From an optimization exercise on the open Yosys and OpenROAD flow, aimed at small area; shortcuts taken in it are not production practice. Function was checked by simulation only, so behaviour that the tests miss may differ from the original.

==> v26 <==
Design ibis_texture_mapper, start of the top module:
module ibis_texture_mapper
#(parameter TILE_SIZE_POW2_MAX = 9,
  parameter WIDTH = 11)
 (input wire logic aclk,
  input wire logic aresetn,
  input wire logic enable,
  input wire logic unsigned [6:0] write_registers,
  input wire logic unsigned [WIDTH - 1:0] x,
  input wire logic unsigned [WIDTH - 1:0] y,
  input wire logic unsigned [2:0] texture_power2,
  input wire logic signed [17:0] texture_matrixA,
  input wire logic signed [17:0] texture_matrixB,
  input wire logic signed [17:0] texture_matrixC,
  input wire logic signed [17:0] texture_matrixD,
  input wire logic signed [17:0] texture_translateX,
  input wire logic signed [17:0] texture_translateY,
  output logic unsigned [(TILE_SIZE_POW2_MAX * 2) - 1:0] map_address,
  output logic stencil_test,
  output logic stencil_step,
  output logic ready);
==> module ibis_texture_mapper, before the edit <==
module ibis_texture_mapper
#(parameter TILE_SIZE_POW2_MAX = 9,
  parameter WIDTH = 11)
 (input wire logic aclk,
  input wire logic aresetn,
  input wire logic enable,
  input wire logic unsigned [6:0] write_registers,
  input wire logic unsigned [WIDTH - 1:0] x,
  input wire logic unsigned [WIDTH - 1:0] y,
  input wire logic unsigned [2:0] texture_power2,
  input wire logic signed [17:0] texture_matrixA,
  input wire logic signed [17:0] texture_matrixB,
  input wire logic signed [17:0] texture_matrixC,
  input wire logic signed [17:0] texture_matrixD,
  input wire logic signed [17:0] texture_translateX,
  input wire logic signed [17:0] texture_translateY,
  output logic unsigned [(TILE_SIZE_POW2_MAX * 2) - 1:0] map_address,
  output logic stencil_test,
  output logic stencil_step,
  output logic ready);
  logic [4:0] r_js;
  always_ff @(posedge aclk) begin
    if(!aresetn) r_js <= 5'b00000;
    else if(enable) r_js <= {r_js[3:0], ~r_js[4]};
  end
  wire ph0 = ~r_js[4] & ~r_js[0];
  wire ph1 =  r_js[0] & ~r_js[1];
  wire ph2 =  r_js[1] & ~r_js[2];
  wire ph3 =  r_js[2] & ~r_js[3];
  wire ph4 =  r_js[3] & ~r_js[4];
  wire ph5 =  r_js[4] &  r_js[0];
  wire ph6 = ~r_js[0] &  r_js[1];
  wire ph7 = ~r_js[1] &  r_js[2];
  wire ph8 = ~r_js[2] &  r_js[3];
  wire ph9 = ~r_js[3] &  r_js[4];
  logic [2:0] r_tp;  
  logic signed [17:0] r_A, r_B, r_C, r_D, r_Tx, r_Ty;
  logic [5:0] r_w;
  wire wr = enable & ph0;
  always_ff @(posedge aclk) begin
    if(!aresetn) begin
      r_tp <= 3'd4;
      r_w <= 6'b0;
    end else begin
      if(wr & write_registers[6]) r_tp <= texture_power2;
      if(wr) r_w <= r_w | write_registers[5:0];
    end
  end
  always_ff @(posedge aclk) begin
    if(wr & write_registers[4]) r_Tx <= texture_translateX;
    if(wr & write_registers[5]) r_Ty <= texture_translateY;
    if(wr & write_registers[0]) r_A <= texture_matrixA;
    if(wr & write_registers[1]) r_B <= texture_matrixB;
    if(wr & write_registers[2]) r_C <= texture_matrixC;
    if(wr & write_registers[3]) r_D <= texture_matrixD;
  end
  logic [9:0] r_xh, r_yh;
  wire [9:0] xh_n, yh_n;
  wire [17:0] tx = r_Tx & {18{r_w[4]}};
  wire [17:0] ty = r_Ty & {18{r_w[5]}};
  ibis_tm_rca #(10) u_xh(.a({1'b0, x[8:0]}), .b(~tx[17:8]), .ci(~|tx[7:0]), .s(xh_n));
  ibis_tm_rca #(10) u_yh(.a({1'b0, y[8:0]}), .b(~ty[17:8]), .ci(~|ty[7:0]), .s(yh_n));
  always_ff @(posedge aclk) begin
    if(enable & ph1) r_xh <= xh_n;
    if(enable & ph3) r_yh <= yh_n;
  end
  wire useY = ph2 | ph4 | ph6 | ph8;
  wire hi   = ph3 | ph4 | ph7 | ph8;
  wire start = ph1 | ph5;
  wire [7:0] tlo = useY ? ty[7:0] : tx[7:0];
  wire [8:0] lo_c;
  wire [7:0] lo;  
  assign lo_c[0] = 1'b1;
  for(genvar i = 0; i < 8; i++) begin: g_neg
    assign lo[i] = ~tlo[i] ^ lo_c[i];
    assign lo_c[i + 1] = ~tlo[i] & lo_c[i];
  end
  wire [9:0] hv = useY ? r_yh : r_xh;
  wire [9:0] dig = hi ? hv : {2'b00, lo};
  wire selA = enable & (ph1 | ph3);
  wire selB = enable & (ph2 | ph4);
  wire selC = enable & (ph5 | ph7);
  wire selD = enable & (ph6 | ph8);
  wire [17:0] msel = ({18{selA & r_w[0]}} & r_A) | ({18{selB & r_w[1]}} & r_B)
                   | ({18{selC & r_w[2]}} & r_C) | ({18{selD & r_w[3]}} & r_D)
                   | {9'b0, (selA & ~r_w[0]) | (selD & ~r_w[3]), 8'b0};
  logic signed [27:0] r_S;
  logic signed [27:0] acc_in;
  always_comb begin
    if(enable & start) acc_in = 28'sd1 << (17 + r_tp);
    else if(enable & (ph3 | ph7)) acc_in = r_S >>> 8;
    else acc_in = r_S;
  end
  wire [27:0] sum;
  ibis_tm_mac u_mac(.m(msel), .d(dig), .acc(acc_in), .sum(sum));
  always_ff @(posedge aclk) begin
    r_S <= sum;
  end
  function automatic logic zero_hi(input logic [27:0] h, input logic [2:0] tp);
    logic [7:0] m;
    m = 8'hff << tp;  
    zero_hi = ~|h[27:18] & ~|(h[17:10] & m);
  endfunction
  logic [8:0] r_uk;  
  logic r_zu;        
  always_ff @(posedge aclk) begin
    if(enable & ph4) begin
      r_uk <= sum[16:8];
      r_zu <= zero_hi(sum, r_tp);
    end
  end
  logic r_sx, r_sy, r_tx, r_ty;
  always_ff @(posedge aclk) begin
    if(!aresetn) begin
      r_sx <= 1'b0;
      r_sy <= 1'b0;
    end else begin
      if(enable & ph6) r_sx <= r_zu;
      if(enable & ph8) r_sy <= zero_hi(sum, r_tp);
    end
  end
  always_ff @(posedge aclk) begin
    if(enable & ph8) begin
      r_tx <= ~r_uk[r_tp];
      r_ty <= ~sum[8 + r_tp];
    end
  end
  logic [17:0] r_addr;
  wire [17:0] addr_n;
  wire [8:0] amask = ~(9'h1fc << r_tp);
  wire [17:0] av = {9'b0, r_S[16:8] & amask} << 2;
  wire [17:0] av1 = r_tp[0] ? {av[16:0], 1'b0} : av;
  wire [17:0] av2 = r_tp[1] ? {av1[15:0], 2'b0} : av1;
  wire [17:0] av3 = r_tp[2] ? {av2[13:0], 4'b0} : av2;
  assign addr_n = av3 | {9'b0, r_uk & amask};
  always_ff @(posedge aclk) begin
    if(enable & ph9) r_addr <= addr_n;
  end
  assign map_address = r_addr;
  assign ready = ph9;
  assign stencil_test = r_sx & r_sy;
  assign stencil_step = r_tx & r_ty;
endmodule
clock: 10.0 ns
lec_check: 0
abc_area: 1
cap_margin: 20
core_margin: 2
core_utilization: 40
slew_margin: 20
standard.sh (not shown) runs the stock make flow with config.mk's settings and CLKGATE_MAP_FILE= SYNTH_SCRIPT=/design/flow/synth_recipe.tcl, a recipe that flattens the netlist after the stock synthesis.
==> flow/flow/run.sh <==
#!/bin/bash
set -euo pipefail
export SYNTH_ARGS="-noabc"
export BUFFER_PORTS_ARGS="-buffer_cell sky130_fd_sc_hd__buf_1"
export CTS_ARGS="-sink_clustering_enable -repair_clock_nets -dont_use_dummy_load -sink_clustering_size 5 -sink_clustering_max_diameter 30 -buf_list sky130_fd_sc_hd__clkbuf_2"
bash standard.sh > standard.log 2>&1
==> inputs of v23, as changes to v26 <==
==> flow/flow/run.sh (replaced) <==
#!/bin/bash
set -euo pipefail
here=$(pwd)
rm -rf "$here/orfs_scripts"
cp -r "$FLOW_HOME/scripts" "$here/orfs_scripts"
cp "$here/flow/abc_area.script" "$here/orfs_scripts/abc_area.script"
export SCRIPTS_DIR="$here/orfs_scripts"
export SYNTH_ARGS="-noabc"
export BUFFER_PORTS_ARGS="-buffer_cell sky130_fd_sc_hd__buf_1"
export CTS_ARGS="-sink_clustering_enable -repair_clock_nets -dont_use_dummy_load -sink_clustering_size 8 -sink_clustering_max_diameter 40 -buf_list sky130_fd_sc_hd__clkbuf_4"
bash standard.sh > standard.log 2>&1
==> flow/flow/abc_area.script (new file) <==
strash
dc2
&get -n
&dch -f
&nf -a -R 1000
&put
topo
stime -c
buffer -c
upsize -c
dnsize -c
==> inputs of v10, as changes to v26 <==
--- a/flow/design.v
+++ b/flow/design.v
@@ -80,8 +80,8 @@
   wire [9:0] hv = useY ? r_yh : r_xh;
   wire [9:0] dig = hi ? hv : {2'b00, lo};
-  wire selA = enable & (ph1 | ph3);
-  wire selB = enable & (ph2 | ph4);
-  wire selC = enable & (ph5 | ph7);
-  wire selD = enable & (ph6 | ph8);
+  wire selA = ph1 | ph3;
+  wire selB = ph2 | ph4;
+  wire selC = ph5 | ph7;
+  wire selD = ph6 | ph8;
   wire [17:0] msel = ({18{selA & r_w[0]}} & r_A) | ({18{selB & r_w[1]}} & r_B)
                    | ({18{selC & r_w[2]}} & r_C) | ({18{selD & r_w[3]}} & r_D)
@@ -90,6 +90,6 @@
   logic signed [27:0] acc_in;
   always_comb begin
-    if(enable & start) acc_in = 28'sd1 << (17 + r_tp);
-    else if(enable & (ph3 | ph7)) acc_in = r_S >>> 8;
+    if(start) acc_in = 28'sd1 << (17 + r_tp);
+    else if(ph3 | ph7) acc_in = r_S >>> 8;
     else acc_in = r_S;
   end
@@ -97,5 +97,5 @@
   ibis_tm_mac u_mac(.m(msel), .d(dig), .acc(acc_in), .sum(sum));
   always_ff @(posedge aclk) begin
-    r_S <= sum;
+    if(enable & ~ph9 & ~ph0) r_S <= sum;
   end
   function automatic logic zero_hi(input logic [27:0] h, input logic [2:0] tp);
==> flow/flow/run.sh (replaced) <==
#!/bin/bash
set -euo pipefail
export BUFFER_PORTS_ARGS="-buffer_cell sky130_fd_sc_hd__buf_1"
export CTS_ARGS="-sink_clustering_enable -repair_clock_nets -dont_use_dummy_load -sink_clustering_size 8 -sink_clustering_max_diameter 40 -buf_list sky130_fd_sc_hd__clkbuf_4"
bash standard.sh > standard.log 2>&1
ABC_AREA = not set   (was 1)
==> run summary <==
quantity	v23	v26	v10
Status	timing/DRC/antenna clean	timing/DRC/antenna clean	timing/DRC/antenna clean
Cell count after synthesis	1144	1402	1318
Met3 global-route usage	3.84%	5.07%	3.85%
Area of all sequential standard cells	5630 um^2	5630 um^2	5910 um^2
Startpoint type of the worst setup path	primary input	flop	flop
Highest clock frequency the design can meet	108 MHz	116 MHz	106 MHz
Seq/Total Area, Yosys	41.7%	39.6%	40.1%
Share of the synthesized netlist area taken by xor and xnor gates	1.17%	0.863%	1.01%
Leading cell type in the layout, fill and taps excluded	sky130_fd_sc_hd__nor2_1	sky130_fd_sc_hd__nand2_1	sky130_fd_sc_hd__nand2_1
Number of placed instances with taps included	1780	1994	1917
Share of cell area taken by multi-input logic gates	48.1%	48.7%	48.4%
Source-to-sink clock delay at the later pin of the worst-skew pair	0.70 ns	0.99 ns	0.72 ns
Die Span Y	188 um	192 um	196 um

==> afterwards: timing with drivers on the ports <==
In the flow no input, the clock included, has a driving cell. The finished layouts below were timed again as built, in two steps. Step 1 (the two cells are an assumption about what drives the block):
set clk [get_ports {aclk}]
set_driving_cell -lib_cell sky130_fd_sc_hd__clkbuf_16 $clk
set_driving_cell -lib_cell sky130_fd_sc_hd__buf_2 [delete_from_list [all_inputs] $clk]
Step 2, shift: input delay + t, output delay - t, t = (earliest + latest rising clock arrival at the registers) / 2. This alone moves slack from input paths to output paths. a / b / c = ideal / step 1 / step 2; a / b = the first two.
run	t (ns)	setup WS [ns]	worst setup path after step 2	latest minus earliest clock arrival (ns)	pins driven straight from the clock port
v26	0.974	1.409 / 1.409 / 0.880	input to register	0.138 / 0.138	1
v23	0.695	0.707 / 0.723 / 0.028	input to register	0.092 / 0.092	1
v10	0.709	0.590 / 0.590 / 0.590	register to register	0.111 / 0.111	1
After both steps setup and hold are still met in every run listed. The setup slack of v23, which loses most, moves by +0.016 ns with the drivers and by -0.679 ns with both steps.
